From an optimization exercise on the open Yosys and OpenROAD flow, aimed at a short achievable clock period; shortcuts taken in it are not production practice. RTL that was checked went through simulation tests only; none was proved equivalent to the original. The clock port is modelled as an ideal driver, which makes a skipped or thinned clock tree look cheaper than it is; a real chip needs a root buffer or a tree. Power is estimated from default activity; no workload was simulated.

==> job 452 <==
==> flow/design.v (excerpt) <==
module alu(OPA, OPB, CIN, INP_VALID, CLK, RST, CMD, CE, MODE, COUT, OFLOW, RES, G, E, L, ERR);
==> flow/config.mk <==
export PLATFORM = sky130hd
export DESIGN_NAME = alu
export DESIGN_NICKNAME = alu
export VERILOG_FILES = /design/flow/design.v
export SDC_FILE = /design/flow/constraint.sdc
export NUM_CORES = 4
export LEC_CHECK = 0
export CAP_MARGIN = 20
export CORE_MARGIN = 2
export CORE_UTILIZATION = 40
export SLEW_MARGIN = 20
==> flow/constraint.sdc <==
create_clock -name core_clock -period 8.0 [get_ports {CLK}]
set_input_delay 1.6000 -clock core_clock [delete_from_list [all_inputs] [get_ports {CLK}]]
set_output_delay 1.6000 -clock core_clock [all_outputs]
set_load 0.01 [all_outputs]
standard.sh (not shown) runs the stock make flow with config.mk's settings and CLKGATE_MAP_FILE= SYNTH_SCRIPT=/design/flow/synth_recipe.tcl, a recipe that flattens the netlist after the stock synthesis.
==> flow/flow/run.sh <==
#!/bin/bash
# Standard ORFS flow (the standard.sh) with:
#  - the standard flow's synthesis script wrapped so that ABC uses flow/abc_speed.script, and no
#    full-adder cell extraction;
#  - input port buffers resized and a hand-built two-level clock tree
#    (flow/pre_cts.tcl, flow/manual_cts.tcl) in place of TritonCTS;
#  - repair_timing aiming well below the 8 ns constraint.
W=$(pwd)
export MY_FLOW_DIR=$W/flow
export MY_ABC_SCRIPT=$W/flow/abc_speed.script
export FLOW_SYNTH_TCL=$W/synth_recipe.tcl
export MCTS_NROOT=4
export MCTS_NLEAF=2
bash standard.sh SYNTH_SCRIPT=$W/flow/my_synth.tcl ADDER_MAP_FILE= ABC_CLOCK_PERIOD_IN_PS=1000 \
  PRE_CTS_TCL=$W/flow/pre_cts.tcl POST_CTS_TCL=$W/flow/post_cts.tcl SETUP_SLACK_MARGIN=5.6 finish > flow_make.log 2>&1
Other scripts of this flow, unchanged in this note and not shown: flow/flow/abc_speed.script, flow/flow/manual_cts.tcl, flow/flow/my_synth.tcl, flow/flow/post_cts.tcl, flow/flow/pre_cts.tcl
==> inputs of job 9378, as changes to job 452 <==
--- a/flow/flow/run.sh
+++ b/flow/flow/run.sh
@@ -9,7 +9,7 @@
 export MY_FLOW_DIR=$W/flow
 export MY_ABC_SCRIPT=$W/flow/abc_speed.script
 export FLOW_SYNTH_TCL=$W/synth_recipe.tcl
 export MCTS_NROOT=4
 export MCTS_NLEAF=2
 bash standard.sh SYNTH_SCRIPT=$W/flow/my_synth.tcl ADDER_MAP_FILE= ABC_CLOCK_PERIOD_IN_PS=1000 \
-  PRE_CTS_TCL=$W/flow/pre_cts.tcl POST_CTS_TCL=$W/flow/post_cts.tcl SETUP_SLACK_MARGIN=5.6 finish > flow_make.log 2>&1
+  PRE_CTS_TCL=$W/flow/pre_cts.tcl POST_CTS_TCL=$W/flow/post_cts.tcl SETUP_SLACK_MARGIN=5.8 finish > flow_make.log 2>&1
==> inputs of job 9256, as changes to job 452 <==
--- a/flow/design.v
+++ b/flow/design.v
@@ -77,27 +77,27 @@
     wire e4 = b4_y2 ^ b4_y1;                 
     wire [7:1] row4_d = {7{b4_y2}} ^ (one4 ? xa[7:1] : ({7{e4}} & xa[6:0]));
     wire row4i0_d = b4_y2 ^ (one4 ? xa[0] : e4);
     wire row4s0_d = b4_y2 ^ (one4 & xa[0]);
     wire cor4i_d = (~b4_y2 & (b4_y1 | b4_y0)) | (b4_y2 & b4_y1 & b4_y0);
     wire cor4s_d = b4_y2;
-    wire [15:0] rol_d = {OPA, OPA} << OPB[2:0];
-    wire [15:0] ror_d = {OPA, OPA} >> OPB[2:0];
+    wire [15:0] rol_d = {OPA, OPA} << OPB[1:0];    
+    wire [15:0] ror_d = {OPA, OPA} >> OPB[1:0];
     wire cu_d = CIN & ~CMD[3] & CMD[1] & ~CMD[0];       
     wire cv_d = ~(CIN & ~CMD[3] & CMD[1] & CMD[0]);    
     reg [8:0] row0i_q, row0s_q;
     reg cor0i_q, cor0s_q;
     reg [8:1] row1_q;
     reg row1i0_q, row1s0_q, cor1i_q, cor1s_q;
     reg [8:1] row2_q;
     reg row2i0_q, row2s0_q, cor2i_q, cor2s_q;
     reg [8:1] row3_q;
     reg row3i0_q, row3s0_q, cor3i_q, cor3s_q;
     reg [7:1] row4_q;
     reg row4i0_q, row4s0_q, cor4i_q, cor4s_q;
-    reg [3:0] sgn_q;         
+    reg [3:0] nsgn_q;        
     reg m_inc_q, m_sft_q;
     reg [7:0] a_q, b_q;
     reg [7:0] rol_q, ror_q;    
     reg err1_q;                
     reg [7:0] ug_q, up_q, vg_q, vp_q;
     reg ug0c_q, vg0c_q;
@@ -139,13 +139,13 @@
         row3_q <= row3_d;
         row3i0_q <= row3i0_d; row3s0_q <= row3s0_d;
         cor3i_q <= cor3i_d; cor3s_q <= cor3s_d;
         row4_q <= row4_d;
         row4i0_q <= row4i0_d; row4s0_q <= row4s0_d;
         cor4i_q <= cor4i_d; cor4s_q <= cor4s_d;
-        sgn_q <= {OPB[7], OPB[5], OPB[3], OPB[1]};
+        nsgn_q <= ~{OPB[7], OPB[5], OPB[3], OPB[1]};
         m_inc_q <= mul_en & CMD[0];
         m_sft_q <= mul_en & ~CMD[0];
         a_q <= OPA;
         rol_q <= rol_d[15:8];
         ror_q <= ror_d[7:0];
         err1_q <= (d_rol | d_ror) & (|OPB[7:3]);
@@ -252,23 +252,25 @@
     wire s8a = up_q[7] ^ cu8;      
     wire s8s = vp_q[7] ^ cv8;      
     wire eq = &vp_q;
     wire zsa = ~(|su) & ~s8a;
     wire zss = ~(|sv) & ~s8s;
     wire berr = |b_q[7:3];
+    wire [7:0] rol8 = b_q[2] ? {rol_q[3:0], rol_q[7:4]} : rol_q;
+    wire [7:0] ror8 = b_q[2] ? {ror_q[3:0], ror_q[7:4]} : ror_q;
     wire [7:0] lo8 =
           ({8{q_add | q_addc | q_sadd}} & su)
         | ({8{q_sub | q_subc | q_ssub}} & sv)
         | ({8{q_inca}} & ia) | ({8{q_deca}} & da) | ({8{q_incb}} & ib) | ({8{q_decb}} & db)
         | ({8{q_and}} & (a_q & b_q)) | ({8{q_nand}} & ~(a_q & b_q))
         | ({8{q_or}} & (a_q | b_q)) | ({8{q_nor}} & ~(a_q | b_q))
         | ({8{q_xor}} & (a_q ^ b_q)) | ({8{q_xnor}} & ~(a_q ^ b_q))
         | ({8{q_nota}} & ~a_q) | ({8{q_notb}} & ~b_q)
         | ({8{q_shra}} & {1'b0, a_q[7:1]}) | ({8{q_shla}} & {a_q[6:0], 1'b0})
         | ({8{q_shrb}} & {1'b0, b_q[7:1]}) | ({8{q_shlb}} & {b_q[6:0], 1'b0})
-        | ({8{q_rol & ~berr}} & rol_q) | ({8{q_ror & ~berr}} & ror_q);
+        | ({8{q_rol & ~berr}} & rol8) | ({8{q_ror & ~berr}} & ror8);
     wire hi = (q_sadd & s8a) | (q_ssub & s8s);
     wire [15:0] other = {{8{hi}}, lo8};
     wire cout_d = ((q_add | q_addc) & cu8) | (q_sadd & s8a) | (q_ssub & s8s);
     wire oflow_d = (q_sub & ~cv8) | (q_subc & ~cv8 & ~bmax_cin_q)
         | (q_deca & za_q) | (q_decb & zb_q)
         | (q_sadd & ~up_q[7] & (su[7] ^ ug_q[7]))      
@@ -284,22 +286,22 @@
     wire t2s = row0i_q[8] ^ row1_q[6] ^ row2_q[4];
     wire t2c = (row0i_q[8] & row1_q[6]) | (row0i_q[8] & row2_q[4]) | (row1_q[6] & row2_q[4]);
     wire t3s = row3_q[2] ^ row4i0_q;
     wire t3c = row3_q[2] & row4i0_q;
     wire t4s = row1_q[7] ^ row2_q[5] ^ row3_q[3];
     wire t4c = (row1_q[7] & row2_q[5]) | (row1_q[7] & row3_q[3]) | (row2_q[5] & row3_q[3]);
-    wire t5s = row4_q[1] ^ sgn_q[0];
-    wire t5c = row4_q[1] & sgn_q[0];
+    wire t5s = row4_q[1] ^ ~nsgn_q[0];
+    wire t5c = row4_q[1] & ~nsgn_q[0];
     wire t6s = row1_q[8] ^ row2_q[6] ^ row3_q[4];
     wire t6c = (row1_q[8] & row2_q[6]) | (row1_q[8] & row3_q[4]) | (row2_q[6] & row3_q[4]);
-    wire t7s = row4_q[2] ^ sgn_q[0];
-    wire t7c = row4_q[2] & sgn_q[0];
+    wire t7s = row4_q[2] ^ ~nsgn_q[0];
+    wire t7c = row4_q[2] & ~nsgn_q[0];
     wire t8s = row2_q[7] ^ row3_q[5] ^ row4_q[3];
     wire t8c = (row2_q[7] & row3_q[5]) | (row2_q[7] & row4_q[3]) | (row3_q[5] & row4_q[3]);
-    wire t9s = ~sgn_q[1] ^ ~sgn_q[0];
-    wire t9c = ~sgn_q[1] & ~sgn_q[0];
+    wire t9s = nsgn_q[1] ^ nsgn_q[0];
+    wire t9c = nsgn_q[1] & nsgn_q[0];
     wire t10s = row2_q[8] ^ row3_q[6] ^ row4_q[4];
     wire t10c = (row2_q[8] & row3_q[6]) | (row2_q[8] & row4_q[4]) | (row3_q[6] & row4_q[4]);
     wire t11s = row0i_q[4] ^ row1_q[2];
     wire t11c = row0i_q[4] & row1_q[2];
     wire t12s = row0i_q[5] ^ row1_q[3];
     wire t12c = row0i_q[5] & row1_q[3];
@@ -340,18 +342,18 @@
     wire t30s = t16c ^ t17s ^ t7s;
     wire t30c = (t16c & t17s) | (t16c & t7s) | (t17s & t7s);
     wire t31s = t17c ^ t18s ^ t9s;
     wire t31c = (t17c & t18s) | (t17c & t9s) | (t18s & t9s);
     wire t32s = t18c ^ t19s ^ 1'b1;
     wire t32c = (t18c & t19s) | (t18c & 1'b1) | (t19s & 1'b1);
-    wire t33s = t19c ^ t20s ^ ~sgn_q[2];
-    wire t33c = (t19c & t20s) | (t19c & ~sgn_q[2]) | (t20s & ~sgn_q[2]);
+    wire t33s = t19c ^ t20s ^ nsgn_q[2];
+    wire t33c = (t19c & t20s) | (t19c & nsgn_q[2]) | (t20s & nsgn_q[2]);
     wire t34s = t20c ^ t21s ^ 1'b1;
     wire t34c = (t20c & t21s) | (t20c & 1'b1) | (t21s & 1'b1);
-    wire t35s = t21c ^ row4_q[7] ^ ~sgn_q[3];
-    wire t35c = (t21c & row4_q[7]) | (t21c & ~sgn_q[3]) | (row4_q[7] & ~sgn_q[3]);
+    wire t35s = t21c ^ row4_q[7] ^ nsgn_q[3];
+    wire t35c = (t21c & row4_q[7]) | (t21c & nsgn_q[3]) | (row4_q[7] & nsgn_q[3]);
     wire fi_g0 = row0i_q[0] & cor0i_q & m_inc_q;
     wire fi_p0 = (row0i_q[0] ^ cor0i_q) & m_inc_q;
     wire fi_g1 = row0i_q[1] & 1'b0 & m_inc_q;
     wire fi_p1 = (row0i_q[1] ^ 1'b0) & m_inc_q;
     wire fi_g2 = t22s & cor1i_q & m_inc_q;
     wire fi_p2 = (t22s ^ cor1i_q) & m_inc_q;
@@ -471,22 +473,22 @@
     wire t38s = row0s_q[8] ^ row1_q[6] ^ row2_q[4];
     wire t38c = (row0s_q[8] & row1_q[6]) | (row0s_q[8] & row2_q[4]) | (row1_q[6] & row2_q[4]);
     wire t39s = row3_q[2] ^ row4s0_q;
     wire t39c = row3_q[2] & row4s0_q;
     wire t40s = row1_q[7] ^ row2_q[5] ^ row3_q[3];
     wire t40c = (row1_q[7] & row2_q[5]) | (row1_q[7] & row3_q[3]) | (row2_q[5] & row3_q[3]);
-    wire t41s = row4_q[1] ^ sgn_q[0];
-    wire t41c = row4_q[1] & sgn_q[0];
+    wire t41s = row4_q[1] ^ ~nsgn_q[0];
+    wire t41c = row4_q[1] & ~nsgn_q[0];
     wire t42s = row1_q[8] ^ row2_q[6] ^ row3_q[4];
     wire t42c = (row1_q[8] & row2_q[6]) | (row1_q[8] & row3_q[4]) | (row2_q[6] & row3_q[4]);
-    wire t43s = row4_q[2] ^ sgn_q[0];
-    wire t43c = row4_q[2] & sgn_q[0];
+    wire t43s = row4_q[2] ^ ~nsgn_q[0];
+    wire t43c = row4_q[2] & ~nsgn_q[0];
     wire t44s = row2_q[7] ^ row3_q[5] ^ row4_q[3];
     wire t44c = (row2_q[7] & row3_q[5]) | (row2_q[7] & row4_q[3]) | (row3_q[5] & row4_q[3]);
-    wire t45s = ~sgn_q[1] ^ ~sgn_q[0];
-    wire t45c = ~sgn_q[1] & ~sgn_q[0];
+    wire t45s = nsgn_q[1] ^ nsgn_q[0];
+    wire t45c = nsgn_q[1] & nsgn_q[0];
     wire t46s = row2_q[8] ^ row3_q[6] ^ row4_q[4];
     wire t46c = (row2_q[8] & row3_q[6]) | (row2_q[8] & row4_q[4]) | (row3_q[6] & row4_q[4]);
     wire t47s = row0s_q[4] ^ row1_q[2];
     wire t47c = row0s_q[4] & row1_q[2];
     wire t48s = row0s_q[5] ^ row1_q[3];
     wire t48c = row0s_q[5] & row1_q[3];
@@ -527,14 +529,14 @@
     wire t66s = t52c ^ t53s ^ t43s;
     wire t66c = (t52c & t53s) | (t52c & t43s) | (t53s & t43s);
     wire t67s = t53c ^ t54s ^ t45s;
     wire t67c = (t53c & t54s) | (t53c & t45s) | (t54s & t45s);
     wire t68s = t54c ^ t55s ^ 1'b1;
     wire t68c = (t54c & t55s) | (t54c & 1'b1) | (t55s & 1'b1);
-    wire t69s = t55c ^ t56s ^ ~sgn_q[2];
-    wire t69c = (t55c & t56s) | (t55c & ~sgn_q[2]) | (t56s & ~sgn_q[2]);
+    wire t69s = t55c ^ t56s ^ nsgn_q[2];
+    wire t69c = (t55c & t56s) | (t55c & nsgn_q[2]) | (t56s & nsgn_q[2]);
     wire t70s = t56c ^ t57s ^ 1'b1;
     wire t70c = (t56c & t57s) | (t56c & 1'b1) | (t57s & 1'b1);
     wire fs_g0 = 1'b0 & 1'b0 & m_sft_q;
     wire fs_p0 = (1'b0 ^ 1'b0) & m_sft_q;
     wire fs_g1 = row0s_q[0] & cor0s_q & m_sft_q;
     wire fs_p1 = (row0s_q[0] ^ cor0s_q) & m_sft_q;
--- a/flow/flow/run.sh
+++ b/flow/flow/run.sh
@@ -9,7 +9,7 @@
 export MY_FLOW_DIR=$W/flow
 export MY_ABC_SCRIPT=$W/flow/abc_speed.script
 export FLOW_SYNTH_TCL=$W/synth_recipe.tcl
 export MCTS_NROOT=4
 export MCTS_NLEAF=2
 bash standard.sh SYNTH_SCRIPT=$W/flow/my_synth.tcl ADDER_MAP_FILE= ABC_CLOCK_PERIOD_IN_PS=1000 \
-  PRE_CTS_TCL=$W/flow/pre_cts.tcl POST_CTS_TCL=$W/flow/post_cts.tcl SETUP_SLACK_MARGIN=5.6 finish > flow_make.log 2>&1
+  PRE_CTS_TCL=$W/flow/pre_cts.tcl POST_CTS_TCL=$W/flow/post_cts.tcl SETUP_SLACK_MARGIN=5.7 finish > flow_make.log 2>&1
==> run notes <==
metric	job 9256	job 9378	job 452
Syn-to-layout area delta	-	59.7%	34.5%
Fraction of final layout cells with drive strength greater than 1	-	42.3%	27.7%
Final number of max-transition violations	-	0	0
Result of the run	did not finish	no timing/DRC/antenna violations	no timing/DRC/antenna violations
Stage where the flow stopped	1_2_yosys	-	-
Switching share of power	-	40.4%	38.7%
Xor and xnor fraction of the mapped netlist area	-	2.08%	2.08%
Non-clk invs	-	181	178
Post-layout min period	-	2.55 ns	2.43 ns
Number of cells on the worst reg-to-reg path	-	12	11
FF-to-FF End	-	RES[7]$_DFF_PP0_	RES[15]$_DFF_PP0_
Initial DRC Count	-	2,143	1,933
Met1 Routed Length	-	24,800 um	23,200 um
Final instance area	-	19,500 sq um	16,400 sq um
Seq Cell Count	-	180	180
Reported leakage power	-	8.36 nW	7.18 nW
Global routing met2 resource utilization	-	57.8%	48.2%
In job 452 and job 9378 the design's own scripts or RTL, not TritonCTS, make the clock network.

========
==> zinc: inputs <==
alu, a different RTL version from the one above (not shown whole).
clock: 8.0 ns
lec_check: 0
cap_margin: 20
core_margin: 2
core_utilization: 40
slew_margin: 20
==> flow/flow/run.sh <==
#!/bin/bash
# Standard ORFS flow (the standard.sh) with:
#  - the standard flow's synthesis script wrapped so that ABC uses flow/abc_speed.script, and no
#    full-adder cell extraction;
#  - a one-level clock tree (flow/manual_cts.tcl) in place of TritonCTS;
#  - repair_timing aiming well below the 8 ns constraint.
W=$(pwd)
export MY_FLOW_DIR=$W/flow
export MY_ABC_SCRIPT=$W/flow/abc_speed.script
export FLOW_SYNTH_TCL=$W/synth_recipe.tcl
bash standard.sh SYNTH_SCRIPT=$W/flow/my_synth.tcl ADDER_MAP_FILE= ABC_CLOCK_PERIOD_IN_PS=1000 \
  PRE_CTS_TCL=$W/flow/pre_cts.tcl SETUP_SLACK_MARGIN=${MY_MARGIN:-5.8} ${MY_EXTRA:-} finish > flow_make.log 2>&1
==> flow/flow/manual_cts.tcl <==
# One-level clock tree: the clock port drives NBUF clkbuf_16 buffers, each driving the
# flip-flops of one placement region (balanced split by x, then by y).
proc mcts_split {items key} {
  # items: list of {iterm x y}; returns two halves sorted by key index
  set s [lsort -real -index $key $items]
  set n [llength $s]
  set h [expr {$n / 2}]
  return [list [lrange $s 0 [expr {$h - 1}]] [lrange $s $h end]]
}
proc manual_cts {args} {
  set nbuf [expr {[info exists ::env(MCTS_NBUF)] ? $::env(MCTS_NBUF) : 4}]
  set bufm [expr {[info exists ::env(MCTS_BUF)] ? $::env(MCTS_BUF) : "sky130_fd_sc_hd__clkbuf_16"}]
  set block [ord::get_db_block]
  set clknet [[$block findBTerm CLK] getNet]
  set items {}
  foreach it [$clknet getITerms] {
    set b [[$it getInst] getBBox]
    lappend items [list $it [expr {([$b xMin] + [$b xMax]) / 2}] [expr {([$b yMin] + [$b yMax]) / 2}]]
  }
  puts "manual_cts: [llength $items] sinks, $nbuf buffers"
  set groups [list $items]
  # split until nbuf groups: alternate x / y
  set key 1
  while {[llength $groups] < $nbuf} {
    set ng {}
    foreach g $groups { lappend ng {*}[mcts_split $g $key] }
    set groups $ng
    set key [expr {$key == 1 ? 2 : 1}]
  }
  set master [[ord::get_db] findMaster $bufm]
  set k 0
  foreach g $groups {
    set sx 0; set sy 0
    foreach e $g { set sx [expr {$sx + [lindex $e 1]}]; set sy [expr {$sy + [lindex $e 2]}] }
    set cx [expr {int($sx / [llength $g])}]; set cy [expr {int($sy / [llength $g])}]
    set inst [odb::dbInst_create $block $master "clkbuf_m_$k"]
    set net [odb::dbNet_create $block "clknet_m_$k"]
    $net setSigType CLOCK
    [$inst findITerm A] connect $clknet
    [$inst findITerm X] connect $net
    foreach e $g { set it [lindex $e 0]; $it disconnect; $it connect $net }
    $inst setLocation $cx $cy
    $inst setPlacementStatus PLACED
    puts "manual_cts: buffer $k at ($cx, $cy) drives [llength $g] sinks"
    incr k
  }
}
==> flow/flow/pre_cts.tcl <==
# Replace TritonCTS by a one-level clock tree (see manual_cts.tcl): the rest of ORFS's
# CTS step (legalization, timing repair) runs unchanged.
source $::env(MY_FLOW_DIR)/manual_cts.tcl
rename clock_tree_synthesis tritoncts_clock_tree_synthesis
proc clock_tree_synthesis {args} { manual_cts }
Other scripts of this flow, unchanged in this note and not shown: flow/flow/abc_speed.script, flow/flow/my_synth.tcl
==> maple (differences from zinc) <==
--- a/flow/design.v
+++ b/flow/design.v
@@ -37,48 +37,48 @@
     wire d_ror = lm & vab & (CMD == 4'd13);
     wire mul_en = am & vab & (CMD[3:2] == 2'b10) & (CMD[1] ^ CMD[0]);
     wire inc = CMD[0];
     wire [9:0] y = {2'b00, OPB};
     wire [9:0] x1 = inc ? {2'b00, OPA} : {1'b0, OPA, 1'b0};
     wire [9:0] x2 = inc ? {1'b0, OPA, 1'b1} : {OPA, 2'b00};
     wire b0_y0 = inc, b0_y1 = y[0], b0_y2 = y[1];
-    wire one0 = b0_y1 ^ b0_y0;               
-    wire e0 = b0_y2 ^ b0_y1;                 
+    wire one0 = b0_y1 ^ b0_y0;
+    wire two0 = ((b0_y2 & ~b0_y1 & ~b0_y0) | (~b0_y2 & b0_y1 & b0_y0));
+    wire neg0 = b0_y2 & ~(b0_y1 & b0_y0);
     wire pos0 = ~b0_y2 & (b0_y1 | b0_y0);
-    wire zm0 = b0_y2 & b0_y1 & b0_y0;
-    wire [9:0] row0_d = {10{b0_y2}} ^ (one0 ? x1[9:0] : ({10{e0}} & x2[9:0]));
-    wire cor0_d = inc ? (pos0 | zm0) : b0_y2;
+    wire [9:0] row0_d = (({10{one0}} & x1[9:0]) | ({10{two0}} & x2[9:0])) ^ {10{neg0}};
+    wire cor0_d = inc ? pos0 : neg0;
     wire b1_y0 = y[1], b1_y1 = y[2], b1_y2 = y[3];
-    wire one1 = b1_y1 ^ b1_y0;               
-    wire e1 = b1_y2 ^ b1_y1;                 
+    wire one1 = b1_y1 ^ b1_y0;
+    wire two1 = ((b1_y2 & ~b1_y1 & ~b1_y0) | (~b1_y2 & b1_y1 & b1_y0));
+    wire neg1 = b1_y2 & ~(b1_y1 & b1_y0);
     wire pos1 = ~b1_y2 & (b1_y1 | b1_y0);
-    wire zm1 = b1_y2 & b1_y1 & b1_y0;
-    wire [9:0] row1_d = {10{b1_y2}} ^ (one1 ? x1[9:0] : ({10{e1}} & x2[9:0]));
-    wire cor1_d = inc ? (pos1 | zm1) : b1_y2;
+    wire [9:0] row1_d = (({10{one1}} & x1[9:0]) | ({10{two1}} & x2[9:0])) ^ {10{neg1}};
+    wire cor1_d = inc ? pos1 : neg1;
     wire b2_y0 = y[3], b2_y1 = y[4], b2_y2 = y[5];
-    wire one2 = b2_y1 ^ b2_y0;               
-    wire e2 = b2_y2 ^ b2_y1;                 
+    wire one2 = b2_y1 ^ b2_y0;
+    wire two2 = ((b2_y2 & ~b2_y1 & ~b2_y0) | (~b2_y2 & b2_y1 & b2_y0));
+    wire neg2 = b2_y2 & ~(b2_y1 & b2_y0);
     wire pos2 = ~b2_y2 & (b2_y1 | b2_y0);
-    wire zm2 = b2_y2 & b2_y1 & b2_y0;
-    wire [9:0] row2_d = {10{b2_y2}} ^ (one2 ? x1[9:0] : ({10{e2}} & x2[9:0]));
-    wire cor2_d = inc ? (pos2 | zm2) : b2_y2;
+    wire [9:0] row2_d = (({10{one2}} & x1[9:0]) | ({10{two2}} & x2[9:0])) ^ {10{neg2}};
+    wire cor2_d = inc ? pos2 : neg2;
     wire b3_y0 = y[5], b3_y1 = y[6], b3_y2 = y[7];
-    wire one3 = b3_y1 ^ b3_y0;               
-    wire e3 = b3_y2 ^ b3_y1;                 
+    wire one3 = b3_y1 ^ b3_y0;
+    wire two3 = ((b3_y2 & ~b3_y1 & ~b3_y0) | (~b3_y2 & b3_y1 & b3_y0));
+    wire neg3 = b3_y2 & ~(b3_y1 & b3_y0);
     wire pos3 = ~b3_y2 & (b3_y1 | b3_y0);
-    wire zm3 = b3_y2 & b3_y1 & b3_y0;
-    wire [9:0] row3_d = {10{b3_y2}} ^ (one3 ? x1[9:0] : ({10{e3}} & x2[9:0]));
-    wire cor3_d = inc ? (pos3 | zm3) : b3_y2;
+    wire [9:0] row3_d = (({10{one3}} & x1[9:0]) | ({10{two3}} & x2[9:0])) ^ {10{neg3}};
+    wire cor3_d = inc ? pos3 : neg3;
     wire b4_y0 = y[7], b4_y1 = y[8], b4_y2 = y[9];
-    wire one4 = b4_y1 ^ b4_y0;               
-    wire e4 = b4_y2 ^ b4_y1;                 
+    wire one4 = b4_y1 ^ b4_y0;
+    wire two4 = ((b4_y2 & ~b4_y1 & ~b4_y0) | (~b4_y2 & b4_y1 & b4_y0));
+    wire neg4 = b4_y2 & ~(b4_y1 & b4_y0);
     wire pos4 = ~b4_y2 & (b4_y1 | b4_y0);
-    wire zm4 = b4_y2 & b4_y1 & b4_y0;
-    wire [7:0] row4_d = {8{b4_y2}} ^ (one4 ? x1[7:0] : ({8{e4}} & x2[7:0]));
-    wire cor4_d = inc ? (pos4 | zm4) : b4_y2;
+    wire [7:0] row4_d = (({8{one4}} & x1[7:0]) | ({8{two4}} & x2[7:0])) ^ {8{neg4}};
+    wire cor4_d = inc ? pos4 : neg4;
     reg [9:0] row0_q;
     reg inv0_q, cor0_q;
     reg [9:0] row1_q;
     reg inv1_q, cor1_q;
     reg [9:0] row2_q;
     reg inv2_q, cor2_q;
     reg [9:0] row3_q;
@@ -110,27 +110,27 @@
     reg q_shla;
     reg q_shrb;
     reg q_shlb;
     reg q_rol;
     reg q_ror;
     always @(posedge CLK) begin
         row0_q <= row0_d;
-        inv0_q <= b0_y2;
+        inv0_q <= neg0;
         cor0_q <= cor0_d;
         row1_q <= row1_d;
-        inv1_q <= b1_y2;
+        inv1_q <= neg1;
         cor1_q <= cor1_d;
         row2_q <= row2_d;
-        inv2_q <= b2_y2;
+        inv2_q <= neg2;
         cor2_q <= cor2_d;
         row3_q <= row3_d;
-        inv3_q <= b3_y2;
+        inv3_q <= neg3;
         cor3_q <= cor3_d;
         row4_q <= row4_d;
-        inv4_q <= b4_y2;
+        inv4_q <= neg4;
         cor4_q <= cor4_d;
         a_q <= OPA;
         b_q <= OPB;
         cu_q <= CIN & ~CMD[3] & CMD[1] & ~CMD[0];           
         cv_q <= ~(CIN & ~CMD[3] & CMD[1] & CMD[0]);   
         bmax_cin_q <= CIN & (&OPB);
         mul_q <= mul_en;
==> flow/flow/run.sh (replaced) <==
#!/bin/bash
# Standard ORFS flow (the standard.sh) with: the standard flow's synthesis script wrapped so that
# ABC uses flow/abc_speed.script, no full-adder cell extraction, and repair_timing aiming
# well below the 8 ns constraint.
W=$(pwd)
export MY_ABC_SCRIPT=$W/flow/abc_speed.script
export FLOW_SYNTH_TCL=$W/synth_recipe.tcl
bash standard.sh SYNTH_SCRIPT=$W/flow/my_synth.tcl ADDER_MAP_FILE= ABC_CLOCK_PERIOD_IN_PS=1000 \
  SETUP_SLACK_MARGIN=5.6 finish > flow_make.log 2>&1
removed: flow/flow/manual_cts.tcl
removed: flow/flow/pre_cts.tcl
==> raven (differences from zinc) <==
--- a/flow/flow/run.sh
+++ b/flow/flow/run.sh
@@ -5,8 +5,8 @@
 #  - a one-level clock tree (flow/manual_cts.tcl) in place of TritonCTS;
 #  - repair_timing aiming well below the 8 ns constraint.
 W=$(pwd)
 export MY_FLOW_DIR=$W/flow
 export MY_ABC_SCRIPT=$W/flow/abc_speed.script
 export FLOW_SYNTH_TCL=$W/synth_recipe.tcl
 bash standard.sh SYNTH_SCRIPT=$W/flow/my_synth.tcl ADDER_MAP_FILE= ABC_CLOCK_PERIOD_IN_PS=1000 \
-  PRE_CTS_TCL=$W/flow/pre_cts.tcl SETUP_SLACK_MARGIN=${MY_MARGIN:-5.8} ${MY_EXTRA:-} finish > flow_make.log 2>&1
+  PRE_CTS_TCL=$W/flow/pre_cts.tcl SETUP_SLACK_MARGIN=5.8 CORE_UTILIZATION=65 finish > flow_make.log 2>&1
==> run notes <==
	raven	maple	zinc
Power share of the sequential group	-	30.6%	34.8%
Detailed-routed wire length on met3	-	3.05 mm	4.65 mm
Result of the run	aborted with a tool error	no timing/DRC/antenna violations	no timing/DRC/antenna violations
Failing step	global routing	-	-
Detailed-router iteration count before antenna repair	-	7	8
Crit Reg-Reg Endpoint	-	RES[13]	RES[13]
Register-to-register setup slack	-	5.60 ns	5.55 ns
Design area	-	13100 µm²	15200 µm²
Setup slack at placement	4.23 ns	4.10 ns	4.27 ns
Internal power component	-	0.00144 W	0.00115 W
Count of final setup violators	-	0	0
Total clock network power	-	0.000824 W	0.000257 W
XOR/XNOR Fraction of Synth Area	2.96%	2.89%	2.96%
Beginning of the critical path	-	OFLOW	CMD[0]
Crit path depth	-	1	8
Function not checked in zinc and raven: the RTL went through the layout flow alone. The clock cells of zinc come from the design's own scripts or RTL, not from TritonCTS.

## what the ideal ports hide
The flow's constraints put no driver on any port. The routed layouts listed below were extracted and timed again, unchanged, in two steps.
Step 1 (the two cells are an assumption about what drives the block):
set clk [get_ports {CLK}]
set_driving_cell -lib_cell sky130_fd_sc_hd__clkbuf_16 $clk
set_driving_cell -lib_cell sky130_fd_sc_hd__buf_2 [delete_from_list [all_inputs] $clk]
Step 2 times the ports against the registers' clock, not the clock port: input delays grow and output delays shrink by t, the midpoint of the rising clock arrivals with the driver on.
Three values: ideal, step 1, step 2; two values: the first two.
| run | t (ns) | setup slack, ns | clock arrival spread, ns | worst register clock-pin slew, ns | worst slew at a driven data input, ns |
|---|---|---|---|---|---|
| job 452 | 0.400 | 5.567 / 5.463 / 5.240 | 0.051 / 0.051 | 0.12 / 0.12 | 0.16 |
| job 9378 | 0.394 | 5.452 / 5.474 / 5.103 | 0.034 / 0.034 | 0.12 / 0.12 | 0.18 |
| zinc | 0.273 | 5.238 / 5.287 / 5.014 | 0.022 / 0.022 | 0.13 / 0.13 | 0.06 |
| maple | 0.460 | 5.480 / 5.432 / 5.141 | 0.015 / 0.016 | 0.07 / 0.07 | 0.12 |
After both steps every run listed still meets setup and hold. For job 9378, which loses most, drivers alone change the setup slack by +0.022 ns; drivers and shift together by -0.349 ns.
